Context: an optimization exercise on an open-source flow, tuned for a short achievable clock period and few clock cycles. The choices shown serve that exercise and are no tape-out recipe. Function was checked by simulation only, so behaviour that the tests miss may differ from the original. Power and IR drop assume default switching activity.

**design.v**
```verilog
`timescale 1ns / 1ps
module SCPU_W_1(
  input wire clk,
  input wire rst,
  input wire [31:0]inst_in,
  input wire [31:0]Data_in,
  output wire MemRW,
  output wire [31:0]PC_out,
  output wire [31:0]Data_out,
  output wire [31:0]Addr_out,
  output wire [3:0]wea,
  output wire [31:0] Reg00,
  output wire [31:0] Reg01,
  output wire [31:0] Reg02,
  output wire[31:0] Reg03,
  output wire[31:0] Reg04,
  output wire[31:0] Reg05,
  output wire[31:0] Reg06,
  output wire[31:0] Reg07,
  output wire[31:0] Reg08,
  output wire[31:0] Reg09,
  output wire[31:0] Reg10,
  output wire[31:0] Reg11,
  output wire[31:0] Reg12,
  output wire[31:0] Reg13,
  output wire[31:0] Reg14,
  output wire[31:0] Reg15,
  output wire[31:0] Reg16,
  output wire[31:0] Reg17,
  output wire[31:0] Reg18,
  output wire[31:0] Reg19,
  output wire[31:0] Reg20,
  output wire[31:0] Reg21,
  output wire[31:0] Reg22,
  output wire[31:0] Reg23,
  output wire[31:0] Reg24,
  output wire[31:0] Reg25,
  output wire[31:0] Reg26,
  output wire[31:0] Reg27,
  output wire[31:0] Reg28,
  output wire[31:0] Reg29,
  output wire[31:0] Reg30,
  output wire[31:0] Reg31
);
  reg [31:0] rf [1:31];
  reg [31:2] pc_f;                  
  reg        d_valid;
  reg [31:0] d_ir;
  reg [31:2] d_pc;
  reg [31:2] d_pnpc;                
  reg        e_valid;
  reg [31:2] e_pc4;
  reg [31:2] e_tgt;                 
  reg [31:2] e_pnpc;                
  reg        e_eq_t, e_eq_4;        
  reg [31:0] e_a, e_b, e_s;         
  reg [31:0] e_imm;
  reg        e_fa, e_fb, e_fs;      
  reg [4:0]  e_rd;
  reg        e_wen;                 
  reg        e_load, e_store, e_br, e_jal, e_jalr;
  reg [2:0]  e_f3;
  reg [31:0] e_pv;                  
  reg        e_s_add, e_s_sub, e_s_slt, e_s_sltu, e_s_xor, e_s_or, e_s_and,
             e_s_sll, e_s_srl, e_s_sra, e_s_pv;
  reg        x_valid;               
  reg        x_wen;
  reg [4:0]  x_rd;
  reg [31:0] x_res;
  reg        x_load;
  reg [2:0]  x_f3;
  reg [1:0]  x_al;                  
  reg        mem_we;
  reg [31:0] mem_addr, mem_data;
  reg [3:0]  mem_wea;
  wire [4:0] d_opc = d_ir[6:2];
  wire [4:0] d_rd  = d_ir[11:7];
  wire [4:0] d_rs1 = d_ir[19:15];
  wire [4:0] d_rs2 = d_ir[24:20];
  wire [2:0] d_f3  = d_ir[14:12];
  wire       d_f7  = d_ir[30];
  wire d_is_op    = d_opc == 5'b01100;
  wire d_is_opi   = d_opc == 5'b00100;
  wire d_is_load  = d_opc == 5'b00000;
  wire d_is_store = d_opc == 5'b01000;
  wire d_is_br    = d_opc == 5'b11000;
  wire d_is_jal   = d_opc == 5'b11011;
  wire d_is_jalr  = d_opc == 5'b11001;
  wire d_is_lui   = d_opc == 5'b01101;
  wire d_is_auipc = d_opc == 5'b00101;
  wire d_use1 = d_is_op | d_is_opi | d_is_load | d_is_store | d_is_br | d_is_jalr;
  wire d_use2 = d_is_op | d_is_store | d_is_br;
  wire d_writes = d_is_op | d_is_opi | d_is_load | d_is_jal | d_is_jalr | d_is_lui | d_is_auipc;
  wire [31:0] imm_i = {{20{d_ir[31]}}, d_ir[31:20]};
  wire [31:0] imm_s = {{20{d_ir[31]}}, d_ir[31:25], d_ir[11:7]};
  wire [31:0] imm_b = {{20{d_ir[31]}}, d_ir[7], d_ir[30:25], d_ir[11:8], 1'b0};
  wire [31:0] imm_u = {d_ir[31:12], 12'b0};
  wire [31:0] imm_j = {{12{d_ir[31]}}, d_ir[19:12], d_ir[20], d_ir[30:21], 1'b0};
  wire [31:0] d_imm = d_is_store ? imm_s : imm_i;
  wire        d_use_imm = d_is_opi | d_is_load | d_is_store | d_is_jalr;
  wire [31:2] d_pc4 = d_pc + 30'd1;
  wire [31:2] d_tgt = d_pc + (d_is_jal ? imm_j[31:2] : imm_b[31:2]);
  wire [31:0] d_auipc = {d_pc, 2'b00} + imm_u;
  wire d_pred_t = d_is_jal | (d_is_br & d_ir[31]);
  wire [31:0] m_wdata;
  wire [31:0] rf1 = (d_rs1 == 5'd0) ? 32'd0 : rf[d_rs1];
  wire [31:0] rf2 = (d_rs2 == 5'd0) ? 32'd0 : rf[d_rs2];
  wire        byp1 = x_wen && (x_rd == d_rs1);
  wire        byp2 = x_wen && (x_rd == d_rs2);
  wire [31:0] d_r1 = byp1 ? m_wdata : rf1;
  wire [31:0] d_r2 = byp2 ? m_wdata : rf2;
  wire stall = d_valid & e_valid & e_load & e_wen &
               ((d_use1 & (e_rd == d_rs1)) | (d_use2 & (e_rd == d_rs2)));
  wire d_redirect = d_valid & ~stall & d_pred_t & (d_pnpc != d_tgt);
  wire [31:0] a = e_fa ? x_res : e_a;
  wire [31:0] b = e_fb ? x_res : e_b;
  wire [31:0] s = e_fs ? x_res : e_s;
  wire [31:0] sum  = a + b;
  wire [32:0] diff = {1'b0, a} - {1'b0, b};
  wire        ltu  = diff[32];
  wire        lts  = (a[31] ^ b[31]) ? a[31] : diff[31];
  wire        eq   = a == b;
  wire [31:0] sll  = a << b[4:0];
  wire [31:0] srl  = a >> b[4:0];
  wire [31:0] sra  = $signed(a) >>> b[4:0];
  wire [31:0] res =
      ({32{e_s_add}}  & sum)       |
      ({32{e_s_sub}}  & diff[31:0]) |
      ({32{e_s_slt}}  & {31'd0, lts}) |
      ({32{e_s_sltu}} & {31'd0, ltu}) |
      ({32{e_s_xor}}  & (a ^ b))   |
      ({32{e_s_or}}   & (a | b))   |
      ({32{e_s_and}}  & (a & b))   |
      ({32{e_s_sll}}  & sll)       |
      ({32{e_s_srl}}  & srl)       |
      ({32{e_s_sra}}  & sra)       |
      ({32{e_s_pv}}   & e_pv);
  reg taken;
  always @(*) begin
    case (e_f3)
      3'b000: taken = eq;
      3'b001: taken = ~eq;
      3'b100: taken = lts;
      3'b101: taken = ~lts;
      3'b110: taken = ltu;
      3'b111: taken = ~ltu;
      default: taken = 1'b0;
    endcase
  end
  wire [31:2] jalr_t = sum[31:2];
  reg         e_mis;
  reg  [31:2] e_rtgt;
  always @(*) begin
    if (e_br) begin
      e_mis  = taken ? ~e_eq_t : ~e_eq_4;
      e_rtgt = taken ? e_tgt : e_pc4;
    end else if (e_jal) begin
      e_mis  = ~e_eq_t;
      e_rtgt = e_tgt;
    end else if (e_jalr) begin
      e_mis  = jalr_t != e_pnpc;
      e_rtgt = jalr_t;
    end else begin
      e_mis  = ~e_eq_4;
      e_rtgt = e_pc4;
    end
  end
  wire e_redirect = e_valid & e_mis;
  reg [3:0] st_wea;
  always @(*) begin
    case (e_f3[1:0])
      2'b00: st_wea = 4'b0001 << sum[1:0];
      2'b01: st_wea = sum[1] ? 4'b1100 : 4'b0011;
      default: st_wea = 4'b1111;
    endcase
  end
  wire [31:0] st_data = (e_f3[1:0] == 2'b00) ? {4{s[7:0]}} :
                        (e_f3[1:0] == 2'b01) ? {2{s[15:0]}} : s;
  wire [7:0]  ld_b = x_al[1] ? (x_al[0] ? Data_in[31:24] : Data_in[23:16])
                             : (x_al[0] ? Data_in[15:8]  : Data_in[7:0]);
  wire [15:0] ld_h = x_al[1] ? Data_in[31:16] : Data_in[15:0];
  reg  [31:0] ld_v;
  always @(*) begin
    case (x_f3)
      3'b000: ld_v = {{24{ld_b[7]}}, ld_b};
      3'b001: ld_v = {{16{ld_h[15]}}, ld_h};
      3'b100: ld_v = {24'd0, ld_b};
      3'b101: ld_v = {16'd0, ld_h};
      default: ld_v = Data_in;
    endcase
  end
  assign m_wdata = x_load ? ld_v : x_res;
  wire [31:2] f_pnpc = pc_f + 30'd1;
  always @(posedge clk or posedge rst) begin
    if (rst) begin
      pc_f    <= 30'd0;
      d_valid <= 1'b0;
      e_valid <= 1'b0;
      x_valid <= 1'b0;
      x_wen   <= 1'b0;
      mem_we  <= 1'b0;
    end else begin
      if (e_redirect)      pc_f <= e_rtgt;
      else if (stall)      pc_f <= pc_f;
      else if (d_redirect) pc_f <= d_tgt;
      else                 pc_f <= f_pnpc;
      if (e_redirect | d_redirect) d_valid <= 1'b0;
      else if (!stall)             d_valid <= 1'b1;
      e_valid <= d_valid & ~stall & ~e_redirect;
      x_valid <= e_valid;
      x_wen   <= e_valid & e_wen;
      mem_we  <= e_valid & e_store;
    end
  end
  always @(posedge clk) begin
    if (!stall) begin
      d_ir   <= inst_in;
      d_pc   <= pc_f;
      d_pnpc <= f_pnpc;
    end
    e_pc4   <= d_pc4;
    e_tgt   <= d_tgt;
    e_pnpc  <= d_redirect ? d_tgt : d_pnpc;
    e_eq_t  <= d_redirect | (d_pnpc == d_tgt);
    e_eq_4  <= d_redirect ? (d_tgt == d_pc4) : (d_pnpc == d_pc4);
    e_a     <= d_r1;
    e_b     <= d_use_imm ? d_imm : d_r2;
    e_s     <= d_r2;
    e_imm   <= d_imm;
    e_fa    <= e_valid & e_wen & (e_rd == d_rs1);
    e_fb    <= e_valid & e_wen & (e_rd == d_rs2) & ~d_use_imm;
    e_fs    <= e_valid & e_wen & (e_rd == d_rs2);
    e_rd    <= d_rd;
    e_wen   <= d_writes & (d_rd != 5'd0);
    e_load  <= d_is_load;
    e_store <= d_is_store;
    e_br    <= d_is_br;
    e_jal   <= d_is_jal;
    e_jalr  <= d_is_jalr;
    e_f3    <= d_f3;
    e_pv    <= d_is_lui ? imm_u : d_is_auipc ? d_auipc : {d_pc4, 2'b00};
    e_s_add  <= d_is_load | d_is_store | ((d_is_op | d_is_opi) & d_f3 == 3'b000 & ~(d_is_op & d_f7));
    e_s_sub  <= d_is_op & d_f3 == 3'b000 & d_f7;
    e_s_slt  <= (d_is_op | d_is_opi) & d_f3 == 3'b010;
    e_s_sltu <= (d_is_op | d_is_opi) & d_f3 == 3'b011;
    e_s_xor  <= (d_is_op | d_is_opi) & d_f3 == 3'b100;
    e_s_or   <= (d_is_op | d_is_opi) & d_f3 == 3'b110;
    e_s_and  <= (d_is_op | d_is_opi) & d_f3 == 3'b111;
    e_s_sll  <= (d_is_op | d_is_opi) & d_f3 == 3'b001;
    e_s_srl  <= (d_is_op | d_is_opi) & d_f3 == 3'b101 & ~d_f7;
    e_s_sra  <= (d_is_op | d_is_opi) & d_f3 == 3'b101 & d_f7;
    e_s_pv   <= d_is_lui | d_is_auipc | d_is_jal | d_is_jalr;
    x_rd    <= e_rd;
    x_res   <= res;
    x_load  <= e_load;
    x_f3    <= e_f3;
    x_al    <= sum[1:0];
    mem_addr <= sum;
    mem_data <= st_data;
    mem_wea  <= st_wea;
    if (x_wen) rf[x_rd] <= m_wdata;
  end
  assign PC_out   = {pc_f, 2'b00};
  assign MemRW    = mem_we;
  assign Addr_out = mem_addr;
  assign Data_out = mem_data;
  assign wea      = mem_wea;
  assign Reg00 = 32'd0;
  assign Reg01 = rf[1];
  assign Reg02 = rf[2];
  assign Reg03 = rf[3];
  assign Reg04 = rf[4];
  assign Reg05 = rf[5];
  assign Reg06 = rf[6];
  assign Reg07 = rf[7];
  assign Reg08 = rf[8];
  assign Reg09 = rf[9];
  assign Reg10 = rf[10];
  assign Reg11 = rf[11];
  assign Reg12 = rf[12];
  assign Reg13 = rf[13];
  assign Reg14 = rf[14];
  assign Reg15 = rf[15];
  assign Reg16 = rf[16];
  assign Reg17 = rf[17];
  assign Reg18 = rf[18];
  assign Reg19 = rf[19];
  assign Reg20 = rf[20];
  assign Reg21 = rf[21];
  assign Reg22 = rf[22];
  assign Reg23 = rf[23];
  assign Reg24 = rf[24];
  assign Reg25 = rf[25];
  assign Reg26 = rf[26];
  assign Reg27 = rf[27];
  assign Reg28 = rf[28];
  assign Reg29 = rf[29];
  assign Reg30 = rf[30];
  assign Reg31 = rf[31];
endmodule
```
**run.sh**
```bash
#!/bin/bash
# synth_recipe.tcl (not shown) runs the flow's synth.tcl, then flattens the netlist and writes it again
# the make line also repeats each setting of config.mk as NAME=value (left out here)
make -C /OpenROAD-flow-scripts/flow DESIGN_CONFIG=/design/flow/config.mk WORK_HOME=/design/flow/orfs CLKGATE_MAP_FILE= SYNTH_SCRIPT=/design/flow/synth_recipe.tcl finish
```
**config.mk**
```make
export PLATFORM = sky130hd
export DESIGN_NAME = SCPU_W_1
export DESIGN_NICKNAME = SCPU_W_1
export VERILOG_FILES = /design/flow/design.v
export SDC_FILE = /design/flow/constraint.sdc
export NUM_CORES = 4
export LEC_CHECK = 0
export CAP_MARGIN = 20
export CORE_MARGIN = 2
export CORE_UTILIZATION = 40
export PLACE_DENSITY = 0.6
export SETUP_SLACK_MARGIN = 5
export SLEW_MARGIN = 20
export TNS_END_PERCENT = 100
```
**constraint.sdc**
```tcl
create_clock -name core_clock -period 10.0 [get_ports {clk}]
set_input_delay 2.0000 -clock core_clock [delete_from_list [all_inputs] [get_ports {clk}]]
set_output_delay 2.0000 -clock core_clock [all_outputs]
set_load 0.01 [all_outputs]
```
==> key figures, run 1 <==
Clock tree
  • Clock-pin slew on the worst setup and hold paths: 0.06 ns
  • Root Buffer: clkbuf_16
  • Post-CTS Hold Buffers: 0
  • Total CTS buffers: 171
  • CTS tree: built
  • Clock Tree Buf Depth: 3
  • Clock latency at the later pin of the worst-skew pair: 0.86 ns
  • # clock sinks: 1,513
  • CTS H-tree depth: 4

Global route
  • Largest net degree at the start of global routing: 102
  • Initial antenna violation count: 44
  • Global-route wire length before repair: 549,000 um
  • Vias in the first global route: 61,300
  • Total grt overflow: 0
  • Tot GR Track Use: 39.8%

Worst hold path
  • Min-delay worst type: register to register
  • Worst hold path cell count: 0

Floorplanning
  • Die area: 202,000 um^2
  • Die Y: 450 um
  • Row count: 163
  • Die Span X: 450 um
  • Core Region: 197,000 um^2
  • Initial core utilization: 40.3%
  • Num ports: 1,191

Timing
  • Unrepaired setup endpoints after global routing: true
  • Fmax: 0.170 GHz
  • Final period util: 58.8%
  • Clock skew: 0.0810 ns
  • TNS Setup: 0 ns
  • Final Critical Period: 5.88 ns
  • Setup slack after layout: 4.12 ns
  • Fin. max-slew vios: 0
  • Slew margin rel.: 25.7%
  • Final Hold Viols: 0
  • Final setup vio count: 0
  • Measured slew at the worst slew-check pin: 1.11 ns

Logic synthesis
  • Avg Cell Area, Syn: 13.3 um^2
  • Post-synth EDFFs: 1,114
  • Flops & latches, synth: 1,513
  • Top cell type by total area after synthesis: edfxtp_1
  • Unique cell type count in the Yosys netlist: 109
  • Synth warn: 1
  • Most instantiated cells after synthesis: edfxtp_1 (1,114), mux4_2 (641), nor2_1 (472)
  • Top_reg_cell synth: edfxtp_1
  • Cells after Synth: 5,950
  • Synth Cell Area: 79,400 um^2
  • Leading post-synthesis cells by cell area: edfxtp_1 (42%), mux4_2 (18%), dfxtp_1 (9.2%)
  • Synth top area share: 42.1%
  • Top-count cell post-synth: edfxtp_1
  • Fraction of registers with async set/reset: 2.25%
  • Sequential share of the synthesized area: 52.4%

Detailed routing
  • DR top layer: met5
  • Vias per cell: 6.44
  • DR DRC count: 0
  • DRT iter0 DRCs: 8,530
  • WL/cell: 41.6 um
  • Routed length on met1: 147,000 um
  • Total Routed Length: 415,000 um
  • Router iterations before antenna repair: 8
  • Wire length on met2: 186,000 um
  • Routed Antenna Nets: 0
  • Met3 routed WL: 49,400 um
  • Vias: 64,200

Critical path
  • Startpoint type of the worst setup path: register
  • Slowest CP cell: a311o_1
  • R2r setup slk: 4.12 ns
  • Worst endpoint required time: 10.72 ns
  • CP peak stage delay: 0.47 ns
  • Critical Path AT: 6.61 ns
  • Buffers & Inverters on Critical Path: 6
  • Max FO, Critical Path: 6
  • Critical path depth: 27
  • Worst Setup EP: pc_f[5]$_DFFE_PP0P_
  • CP most frequent cell: a31oi_4
  • Nature of the critical path endpoint: register
  • Crit Reg-Reg Startpoint: e_fb$_DFF_P_
  • Critical Path Source: e_fb$_DFF_P_
  • Top cell family by delay on the critical path: compound AO/OA/AOI/OAI gates
  • Kind of critical path: register to register
  • Critical R2R Capture: pc_f[5]$_DFFE_PP0P_
  • Worst r2r path cells: 27

Layout
  • Area growth, synth to finish: 29.7%
  • Share of layout cells above drive strength 1: 21.5%
  • Filler-free cell count of the finished design: 9,976
  • NumNets Final: 7,385
  • Design Area, Final: 103,000 um^2
  • Fillers: 16,800
  • Multi-input logic area: 37,000 um^2
  • Final Core Density: 52.2%
  • Seq. cell area: 41,700 um^2

Power and ir drop
  • Combinational share of power: 32.3%
  • Sequential share of power: 38.6%
  • Psw: 8.09 mW
  • Clock Power Share: 29.1%
  • Max VDD drop: 0.208 mV
  • PwrDens: 215 nW/um^2
  • Lkg Pwr: 36.6 nW
  • P_int: 14.0 mW
  • Sw Share: 36.6%

Placed design
  • DP Cell Count: 9,488
  • DP Area: 94,300 um^2
  • Dpl hpwl: 308,000 um
  • Port bufs: 1,154
  • Gp weighted congestion: 1.03
  • Setup WS pre-CTS: 2.37 ns

Run
  • Max Cap Violations: 0

Status
  • Outcome: finished clean
[final cells by class]
class,instances,share of cell area [%]
diodes,30,0.0729
clock buffers,219,4.50
clock inverters,95,0.989
inverters,212,0.782
multi-input cells,3809,35.9
flip-flops and latches,1513,40.4
well taps,2640,3.21
repair buffers,1458,14.1
[power by group through the flow]
stage	sequential, mW	combinational, mW	clock [mW]
CTS	8.48	6.72	6.45
floorplan	8.20	3.88	0
global route	8.55	7.48	6.69
detailed placement	8.59	6.29	0
global placement	8.59	6.21	0
finish	8.54	7.15	6.42
[worst min-delay path by stage]
stage                    from              to  slack, ns
2_1_floorplan  e_load$_DFF_P_  x_load$_DFF_P_       0.32
3_3_place_gp   e_load$_DFF_P_  x_load$_DFF_P_       0.34
3_5_place_dp   e_load$_DFF_P_  x_load$_DFF_P_       0.35
4_1_cts        e_load$_DFF_P_  x_load$_DFF_P_       0.35
5_1_grt        e_load$_DFF_P_  x_load$_DFF_P_       0.36
6_report       e_load$_DFF_P_  x_load$_DFF_P_       0.35
[metal layers]
layer / global-route usage, % / up-vias
met2: 60.6 / 4365
met1: 48.4 / 33400
met3: 13.6 / 931
met4: 25.4 / 6
met5: 0 / -
li1: - / 25600
[through the flow]
step | hold WS (ns) | power, mW
floorplan | 0.323 | 12.1
global placement | 0.340 | 14.8
detailed placement | 0.345 | 14.9
CTS | 0.350 | 21.7
global route | 0.360 | 22.7
finish | 0.352 | 22.1
[logic make-up (layout without fill, tap and decap cells)]
group | Yosys count | in the layout | synth area share, %
flops | 1513 | 1513 | 52.4
buf+inv | 662 | 1984 | 3.43
compound gates | 1139 | 1139 | 9.28
simple gates | 1275 | 1275 | 7.23
fa+ha+maj | 154 | 154 | 2.47
other cells | 1 | 64 | 0.00472
xor+xnor | 240 | 240 | 2.79
mux | 966 | 967 | 22.4
[worst register-to-register path, stage by stage, from the launching register on]
cell	delay (ns)
dfxtp_4	0.44
buf_4	0.17
buf_4	0.12
mux2i_4	0.40
ha_4	0.22
inv_1	0.07
a21oi_2	0.22
o21bai_4	0.10
a211oi_4	0.28
o21bai_4	0.12
a311o_1	0.47
a31oi_4	0.24
a21oi_4	0.09
a31oi_4	0.18
o21a_1	0.15
o21bai_2	0.09
fa_2	0.41
nor2_2	0.13
a31oi_2	0.06
a211o_1	0.31
a31oi_4	0.19
buf_12	0.16
a21oi_4	0.08
a311oi_4	0.32
o21ai_4	0.13
buf_6	0.16
clkbuf_16	0.17
mux2_4	0.31
[timing repair]
action / CTS / global route
gates resized for setup: 205 / 128
cloned: 9 / 7
buffers inserted: 83 / 44
endpoints found under the setup margin: 130 / 67
pin swaps: 42 / 47
[placed cells by master (no fill, tap or decap), drive strengths merged, types with 79 or more instances in the layout]
master and count:
a21oi 329, buf 295, clkbuf 225, clkdlybuf4s50 1154
clkinv 79, dfxtp 365, edfxtp 1114, ha 149
inv 209, mux2i 252, mux4 641, nand2 410
nor2 472, o21ai 252, o22ai 79, xnor2 154
xor2 79
[registers in the layout, summed over array words and instances (netlist names), 3 cells and up, named ones only]
register and cells:
d_ir 30, d_pc 30, d_pnpc 30, e_a 32, e_b 32, e_f3 3, e_pc4 30, e_pnpc 30
e_pv 30, e_rd 5, e_s 32, e_tgt 30, mem_addr 32, mem_data 32, mem_wea 4, pc_f 30
rf 1024, x_f3 3, x_rd 5, x_res 32
Testbench counts, summed over its fixed seeds: cycles 16,750.
==> inputs of run 2 (changes only) <==
--- a/design.v
+++ b/design.v
@@ -48,11 +48,14 @@
   reg [31:0] d_ir;
   reg [31:2] d_pc;
   reg [31:2] d_pnpc;                
+  reg        d_hit, d_ftaken;       
+  reg [1:0]  d_ctr;
   reg        e_valid;
   reg [31:2] e_pc4;
   reg [31:2] e_tgt;                 
   reg [31:2] e_pnpc;                
-  reg        e_eq_t, e_eq_4;        
+  reg        e_hit;
+  reg [1:0]  e_ctr;
   reg [31:0] e_a, e_b, e_s;         
   reg [31:0] e_imm;
   reg        e_fa, e_fb, e_fs;      
@@ -70,6 +73,8 @@
   reg        x_load;
   reg [2:0]  x_f3;
   reg [1:0]  x_al;                  
+  reg        x_jalr;                
+  reg [31:2] x_jt, x_pnpc;
   reg        mem_we;
   reg [31:0] mem_addr, mem_data;
   reg [3:0]  mem_wea;
@@ -101,7 +106,6 @@
   wire [31:2] d_pc4 = d_pc + 30'd1;
   wire [31:2] d_tgt = d_pc + (d_is_jal ? imm_j[31:2] : imm_b[31:2]);
   wire [31:0] d_auipc = {d_pc, 2'b00} + imm_u;
-  wire d_pred_t = d_is_jal | (d_is_br & d_ir[31]);
   wire [31:0] m_wdata;
   wire [31:0] rf1 = (d_rs1 == 5'd0) ? 32'd0 : rf[d_rs1];
   wire [31:0] rf2 = (d_rs2 == 5'd0) ? 32'd0 : rf[d_rs2];
@@ -111,21 +115,25 @@
   wire [31:0] d_r2 = byp2 ? m_wdata : rf2;
   wire stall = d_valid & e_valid & e_load & e_wen &
                ((d_use1 & (e_rd == d_rs1)) | (d_use2 & (e_rd == d_rs2)));
-  wire d_redirect = d_valid & ~stall & d_pred_t & (d_pnpc != d_tgt);
+  wire d_redirect = d_valid & ~stall & ~d_ftaken &
+                    (d_is_jal | (d_is_br & ~d_hit & d_ir[31]));
   wire [31:0] a = e_fa ? x_res : e_a;
   wire [31:0] b = e_fb ? x_res : e_b;
   wire [31:0] s = e_fs ? x_res : e_s;
   wire [31:0] sum  = a + b;
-  wire [32:0] diff = {1'b0, a} - {1'b0, b};
-  wire        ltu  = diff[32];
-  wire        lts  = (a[31] ^ b[31]) ? a[31] : diff[31];
-  wire        eq   = a == b;
+  wire [31:0] diff = a - b;
+  wire [31:0] addr = a + e_imm;
+  wire eq_rr = e_a == e_b, eq_xr = x_res == e_b, eq_rx = e_a == x_res;
+  wire lu_rr = e_a < e_b,  lu_xr = x_res < e_b,  lu_rx = e_a < x_res;
+  wire eq  = e_fa ? (e_fb ? 1'b1 : eq_xr) : (e_fb ? eq_rx : eq_rr);
+  wire ltu = e_fa ? (e_fb ? 1'b0 : lu_xr) : (e_fb ? lu_rx : lu_rr);
+  wire lts = (a[31] ^ b[31]) ? a[31] : ltu;
   wire [31:0] sll  = a << b[4:0];
   wire [31:0] srl  = a >> b[4:0];
   wire [31:0] sra  = $signed(a) >>> b[4:0];
   wire [31:0] res =
       ({32{e_s_add}}  & sum)       |
-      ({32{e_s_sub}}  & diff[31:0]) |
+      ({32{e_s_sub}}  & diff)      |
       ({32{e_s_slt}}  & {31'd0, lts}) |
       ({32{e_s_sltu}} & {31'd0, ltu}) |
       ({32{e_s_xor}}  & (a ^ b))   |
@@ -147,7 +155,9 @@
       default: taken = 1'b0;
     endcase
   end
-  wire [31:2] jalr_t = sum[31:2];
+  wire [31:2] jalr_t = addr[31:2];
+  wire        e_eq_t = e_pnpc == e_tgt;
+  wire        e_eq_4 = e_pnpc == e_pc4;
   reg         e_mis;
   reg  [31:2] e_rtgt;
   always @(*) begin
@@ -158,19 +168,42 @@
       e_mis  = ~e_eq_t;
       e_rtgt = e_tgt;
     end else if (e_jalr) begin
-      e_mis  = jalr_t != e_pnpc;
-      e_rtgt = jalr_t;
+      e_mis  = 1'b0;                  
+      e_rtgt = e_pc4;
     end else begin
       e_mis  = ~e_eq_4;
       e_rtgt = e_pc4;
     end
   end
   wire e_redirect = e_valid & e_mis;
+  wire m_redirect = x_valid & x_jalr & (x_jt != x_pnpc);
+  localparam BI = 5;                        
+  localparam BN = 1 << BI;
+  reg [BN-1:0]   btb_v;
+  reg [31:BI+2]  btb_tag [0:BN-1];
+  reg [31:2]     btb_tgt [0:BN-1];
+  reg [1:0]      btb_ctr [0:BN-1];
+  wire [BI-1:0]  f_bi   = pc_f[BI+1:2];
+  wire           f_hit  = btb_v[f_bi] & (btb_tag[f_bi] == pc_f[31:BI+2]);
+  wire [1:0]     f_ctr  = btb_ctr[f_bi];
+  wire           f_taken = f_hit & f_ctr[1];
+  wire           b_we   = e_valid & (e_br | e_jal | e_jalr) & ~m_redirect;
+  wire           b_tk   = ~e_br | taken;
+  wire [31:2]    e_pc   = e_pc4 - 30'd1;
+  wire [BI-1:0]  b_i    = e_pc[BI+1:2];
+  reg  [1:0]     b_ctr;
+  always @(*) begin
+    if (~e_br)       b_ctr = 2'b11;
+    else if (~e_hit) b_ctr = taken ? 2'b10 : 2'b01;
+    else if (taken)  b_ctr = (e_ctr == 2'b11) ? 2'b11 : e_ctr + 2'b01;
+    else             b_ctr = (e_ctr == 2'b00) ? 2'b00 : e_ctr - 2'b01;
+  end
+  wire [31:2]    b_tgt  = e_jalr ? jalr_t : e_tgt;
   reg [3:0] st_wea;
   always @(*) begin
     case (e_f3[1:0])
-      2'b00: st_wea = 4'b0001 << sum[1:0];
-      2'b01: st_wea = sum[1] ? 4'b1100 : 4'b0011;
+      2'b00: st_wea = 4'b0001 << addr[1:0];
+      2'b01: st_wea = addr[1] ? 4'b1100 : 4'b0011;
       default: st_wea = 4'b1111;
     endcase
   end
@@ -190,7 +223,7 @@
     endcase
   end
   assign m_wdata = x_load ? ld_v : x_res;
-  wire [31:2] f_pnpc = pc_f + 30'd1;
+  wire [31:2] f_pnpc = f_taken ? btb_tgt[f_bi] : pc_f + 30'd1;
   always @(posedge clk or posedge rst) begin
     if (rst) begin
       pc_f    <= 30'd0;
@@ -199,17 +232,20 @@
       x_valid <= 1'b0;
       x_wen   <= 1'b0;
       mem_we  <= 1'b0;
+      btb_v   <= {BN{1'b0}};
     end else begin
-      if (e_redirect)      pc_f <= e_rtgt;
+      if (b_we) btb_v[b_i] <= 1'b1;
+      if (m_redirect)      pc_f <= x_jt;
+      else if (e_redirect) pc_f <= e_rtgt;
       else if (stall)      pc_f <= pc_f;
       else if (d_redirect) pc_f <= d_tgt;
       else                 pc_f <= f_pnpc;
-      if (e_redirect | d_redirect) d_valid <= 1'b0;
+      if (m_redirect | e_redirect | d_redirect) d_valid <= 1'b0;
       else if (!stall)             d_valid <= 1'b1;
-      e_valid <= d_valid & ~stall & ~e_redirect;
-      x_valid <= e_valid;
-      x_wen   <= e_valid & e_wen;
-      mem_we  <= e_valid & e_store;
+      e_valid <= d_valid & ~stall & ~e_redirect & ~m_redirect;
+      x_valid <= e_valid & ~m_redirect;
+      x_wen   <= e_valid & e_wen & ~m_redirect;
+      mem_we  <= e_valid & e_store & ~m_redirect;
     end
   end
   always @(posedge clk) begin
@@ -217,12 +253,20 @@
       d_ir   <= inst_in;
       d_pc   <= pc_f;
       d_pnpc <= f_pnpc;
+      d_hit  <= f_hit;
+      d_ftaken <= f_taken;
+      d_ctr  <= f_ctr;
+    end
+    if (b_we) begin
+      btb_tag[b_i] <= e_pc[31:BI+2];
+      btb_tgt[b_i] <= b_tgt;
+      btb_ctr[b_i] <= b_ctr;
     end
+    e_hit   <= d_hit;
+    e_ctr   <= d_ctr;
     e_pc4   <= d_pc4;
     e_tgt   <= d_tgt;
     e_pnpc  <= d_redirect ? d_tgt : d_pnpc;
-    e_eq_t  <= d_redirect | (d_pnpc == d_tgt);
-    e_eq_4  <= d_redirect ? (d_tgt == d_pc4) : (d_pnpc == d_pc4);
     e_a     <= d_r1;
     e_b     <= d_use_imm ? d_imm : d_r2;
     e_s     <= d_r2;
@@ -254,8 +298,11 @@
     x_res   <= res;
     x_load  <= e_load;
     x_f3    <= e_f3;
-    x_al    <= sum[1:0];
-    mem_addr <= sum;
+    x_al    <= addr[1:0];
+    x_jalr  <= e_jalr;
+    x_jt    <= jalr_t;
+    x_pnpc  <= e_pnpc;
+    mem_addr <= addr;
     mem_data <= st_data;
     mem_wea  <= st_wea;
     if (x_wen) rf[x_rd] <= m_wdata;
==> key figures, run 2 <==
Logic synthesis
  • Top_reg_cell synth: edfxtp_1
  • Unique cell type count in the Yosys netlist: 92 (-16%)
  • Most instantiated cells after synthesis: edfxtp_1 (2,942), mux4_2 (1,119), nor2_1 (498)
  • Top-count cell post-synth: edfxtp_1
  • Cells after Synth: 9,178 (+54%)
  • Synth top area share: 57.7% (+16 points)
  • Top cell type by total area after synthesis: edfxtp_1
  • Avg Cell Area, Syn: 16.7 um^2 (+25%)
  • Synth Cell Area: 153,000 um^2 (+93%)
  • Flops & latches, synth: 3,418 (+130%)
  • Synth warn: 1 (unchanged)
  • Sequential share of the synthesized area: 64.2% (+12 points)
  • Post-synth EDFFs: 2,942 (+160%)
  • Leading post-synthesis cells by cell area: edfxtp_1 (58%), mux4_2 (16%), dfxtp_1 (5.3%)
  • Fraction of registers with async set/reset: 1.96% (-0.29 points)

Critical path
  • Kind of critical path: register to register
  • R2r setup slk: 5.02 ns (+0.90 ns)
  • Max FO, Critical Path: 22 (+16)
  • Critical R2R Capture: pc_f[4]$_DFFE_PP0P_
  • Critical Path Source: e_b[11]$_DFF_P_
  • Nature of the critical path endpoint: register
  • Crit Reg-Reg Startpoint: e_b[11]$_DFF_P_
  • Worst endpoint required time: 10.86 ns (+0.14 ns)
  • Critical Path AT: 5.84 ns (-0.77 ns)
  • Startpoint type of the worst setup path: register
  • Worst r2r path cells: 16 (-41%)
  • Worst Setup EP: pc_f[4]$_DFFE_PP0P_

Clock tree
  • # clock sinks: 3,418 (+130%)
  • CTS tree: built
  • Root Buffer: clkbuf_16
  • Clock latency at the later pin of the worst-skew pair: 1.01 ns (+0.15 ns)
  • Post-CTS Hold Buffers: 0 (unchanged)
  • Clock Tree Buf Depth: 4 (+1)
  • Clock-pin slew on the worst setup and hold paths: 0.06 ns (about the same)
  • Total CTS buffers: 370 (+120%)
  • CTS H-tree depth: 5 (+1)

Timing
  • TNS Setup: 0 ns (unchanged)
  • Final Hold Viols: 0 (unchanged)
  • Clock skew: 0.111 ns (+0.0297 ns)
  • Fin. max-slew vios: 0 (unchanged)
  • Fmax: 0.201 GHz (+18%)
  • Unrepaired setup endpoints after global routing: true
  • Hold_ws: 0.339 ns (-0.0121 ns)
  • Final period util: 49.8% (-9.0 points)
  • Final setup vio count: 0 (unchanged)
  • Final Critical Period: 4.98 ns (-0.905 ns)
  • Slew margin rel.: 10.9% (-15 points)
  • Measured slew at the worst slew-check pin: 1.32 ns (+0.212 ns)

Detailed routing
  • DRT iter0 DRCs: 14,800 (+74%)
  • Router iterations before antenna repair: 8 (unchanged)
  • Routed Antenna Nets: 0 (unchanged)
  • Total Routed Length: 677,000 um (+63%)
  • DR DRC count: 0 (unchanged)
  • Vias: 102,000 (+59%)
  • Vias per cell: 6.36 (-1.2%)
  • WL/cell: 42.2 um (+1.4%)

Floorplanning
  • Row count: 227 (+39%)
  • Die Y: 623 um (+39%)
  • Die Span X: 623 um (+39%)
  • Die area: 388,000 um^2 (+92%)
  • Num ports: 1,191 (unchanged)
  • Initial core utilization: 40.1% (-0.16 points)
  • Core Region: 382,000 um^2 (+94%)

Layout
  • Largest regs: rf: 1024 flops, btb_tgt: 960 flops, btb_tag: 800 flops
  • Most common cell after layout, fill and taps aside: edfxtp_1
  • Most frequent cells in the layout: edfxtp_1 (2,942), clkdlybuf4s50_1 (1,154), mux4_2 (1,119)
  • Most flop-heavy register: rf
  • Largest register FFs: 1,024 (unchanged)
  • Area growth, synth to finish: 21.9%
  • NumNets Final: 10,900 (+48%)
  • Share of layout cells above drive strength 1: 21.7% (+0.20 points)

Power and ir drop
  • Tot Pwr: 46.7 mW (+110%)
  • PwrDens: 250 nW/um^2 (+17%)
  • Lkg Pwr: 63.1 nW (+72%)
  • Max VDD drop: 0.211 mV (+1.7%)

Run
  • Max Cap Violations: 0 (unchanged)

Global route
  • Tot GR Track Use: 33.8% (-6.0 points)
  • Global-route wire length before repair: 888,000 um (+62%)
  • Vias in the first global route: 96,800 (+58%)
  • Initial antenna violation count: 79 (+80%)
  • Largest net degree at the start of global routing: 117 (+15%)
  • Total grt overflow: 0 (unchanged)

Placed design
  • Port bufs: 1,154 (unchanged)
  • Gp weighted congestion: 0.999 (-2.6%)
  • Dpl hpwl: 465,000 um (+51%)

Status
  • Outcome: finished clean

Worst hold path
  • Worst hold start: d_ctr[0]$_DFFE_PN_
  • Min-delay worst type: register to register
## run 2: changes by cell type in the layout (fill, tap and decap cells not counted), sizes merged, moves of 90 or more
cell    before   now
edfxtp    1114  2942
mux4       641  1120
clkbuf     225   475
ha         149   282
diode       30   152
mux2i      252   345
clkinv      79   169
## run 2: area by class of cell
type	count	area, um^2
fill	32000	195000
sequential	3418	98300
multi-input combinational	4991	53100
timing repair buffer	1530	15500
clock buffer	463	9800
tap	5038	6300
clock inverter	220	2230
inverter	238	917
antenna	152	380
## run 2: layer usage
| layer | track usage [%] | routed length [um] | share of wire [%] |
|---|---|---|---|
| met1 | 44.2 | 255000 | 38 |
| met2 | 50.6 | 300000 | 44 |
| met3 | 10.2 | 77200 | 11 |
| met4 | 18.5 | 44100 | 6.5 |
| met5 | 0 | 303 | 0.045 |
## run 2: worst min-delay path by stage
stage | endpoint | cells past startpoint
floorplan | e_ctr[0]$_DFF_P_ | 0
global placement | e_ctr[0]$_DFF_P_ | 0
detailed placement | e_ctr[0]$_DFF_P_ | 0
CTS | e_ctr[0]$_DFF_P_ | 0
global route | e_ctr[0]$_DFF_P_ | 0
finish | e_ctr[0]$_DFF_P_ | 0
## run 2: critical path, stage by stage, from the launching register on
cell and delay (ns):
dfxtp_1 0.30, inv_1 0.08, ha_1 0.33, nand4_1 0.20, nor4_4 0.48, buf_4 0.21, o21ai_1 0.22, o211ai_1 0.54
a211oi_1 0.30, a211oi_2 0.35, mux2_2 0.53, a21o_1 0.23, and4_4 0.27, nor3_2 0.21, buf_6 0.30, and3_1 0.26
a211oi_2 0.05
## run 2: cell families (layout without fill, tap and decap cells)
| logic type | count (synthesis) | after routing | share of synthesized area (%) |
|---|---|---|---|
| xor+xnor | 316 | 316 | 1.81 |
| compound gates | 1381 | 1381 | 5.91 |
| flops | 3418 | 3418 | 64.2 |
| simple gates | 1429 | 1434 | 4.21 |
| mux | 1532 | 1539 | 19.2 |
| other cells | 1 | 186 | 0.00245 |
| buf+inv | 814 | 2451 | 2.31 |
| fa+ha+maj | 287 | 287 | 2.37 |
## run 2: what timing repair did
item                                    in CTS  in global routing
endpoints found under the hold margin        0                  0
pin swaps                                   32                 19
cloned                                      14                 16
endpoints found under the setup margin    2295                563
buffers inserted                            45                 40
gates resized for setup                    172                 77
## run 2: through the flow
| step | instance area (um^2) | util, % | setup slack (ns) | std cells |
|---|---|---|---|---|
| global route | 187000 | 48.9 | 4.95 | 16000 |
| CTS | 185000 | 48.5 | 5.00 | 15800 |
| floorplan | 153000 | - | 5.04 | 9211 |
| finish | 187000 | 48.9 | 5.02 | 16100 |
| detailed placement | 172000 | 44.9 | 3.35 | 15100 |
| global placement | 172000 | 44.9 | 3.37 | 15100 |
## run 2: report_power, final
part / switching [mW] / internal [mW] / leakage, nW
logic: 8.67 / 5.29 / 26.4
registers: 1.37 / 17.6 / 30.9
clock network: 6.03 / 7.75 / 5.83
Testbench counts of run 2, summed over its fixed seeds: cycles 15,249.

port drivers added, routing unchanged:
The results above use ideal ports. As a check the final layouts listed here were re-extracted and re-timed, cells and wires unchanged. Step 1 sets driving cells, clkbuf_16 on the clock port and buf_2 on the other inputs (assumed; they add their load-dependent delay and slew). Step 2 times the ports against the registers' clock, not the clock port: input delays grow and output delays shrink by t, the midpoint of the rising clock arrivals with the driver on. a / b / c = no drivers / after step 1 / after step 2; a / b = the first two.
run	shift t [ns]	setup slack, ns	worst register clock-pin slew, ns	worst slew at a driven data input, ns
run 1	0.926	4.117 / 4.117 / 3.942	0.07 / 0.07	0.30
run 2	1.082	5.022 / 5.022 / 4.263	0.07 / 0.07	0.17
After both steps setup and hold are still met in every run listed. The setup slack of run 2, which loses most, moves by 0.000 ns with the drivers and by -0.759 ns with both steps.
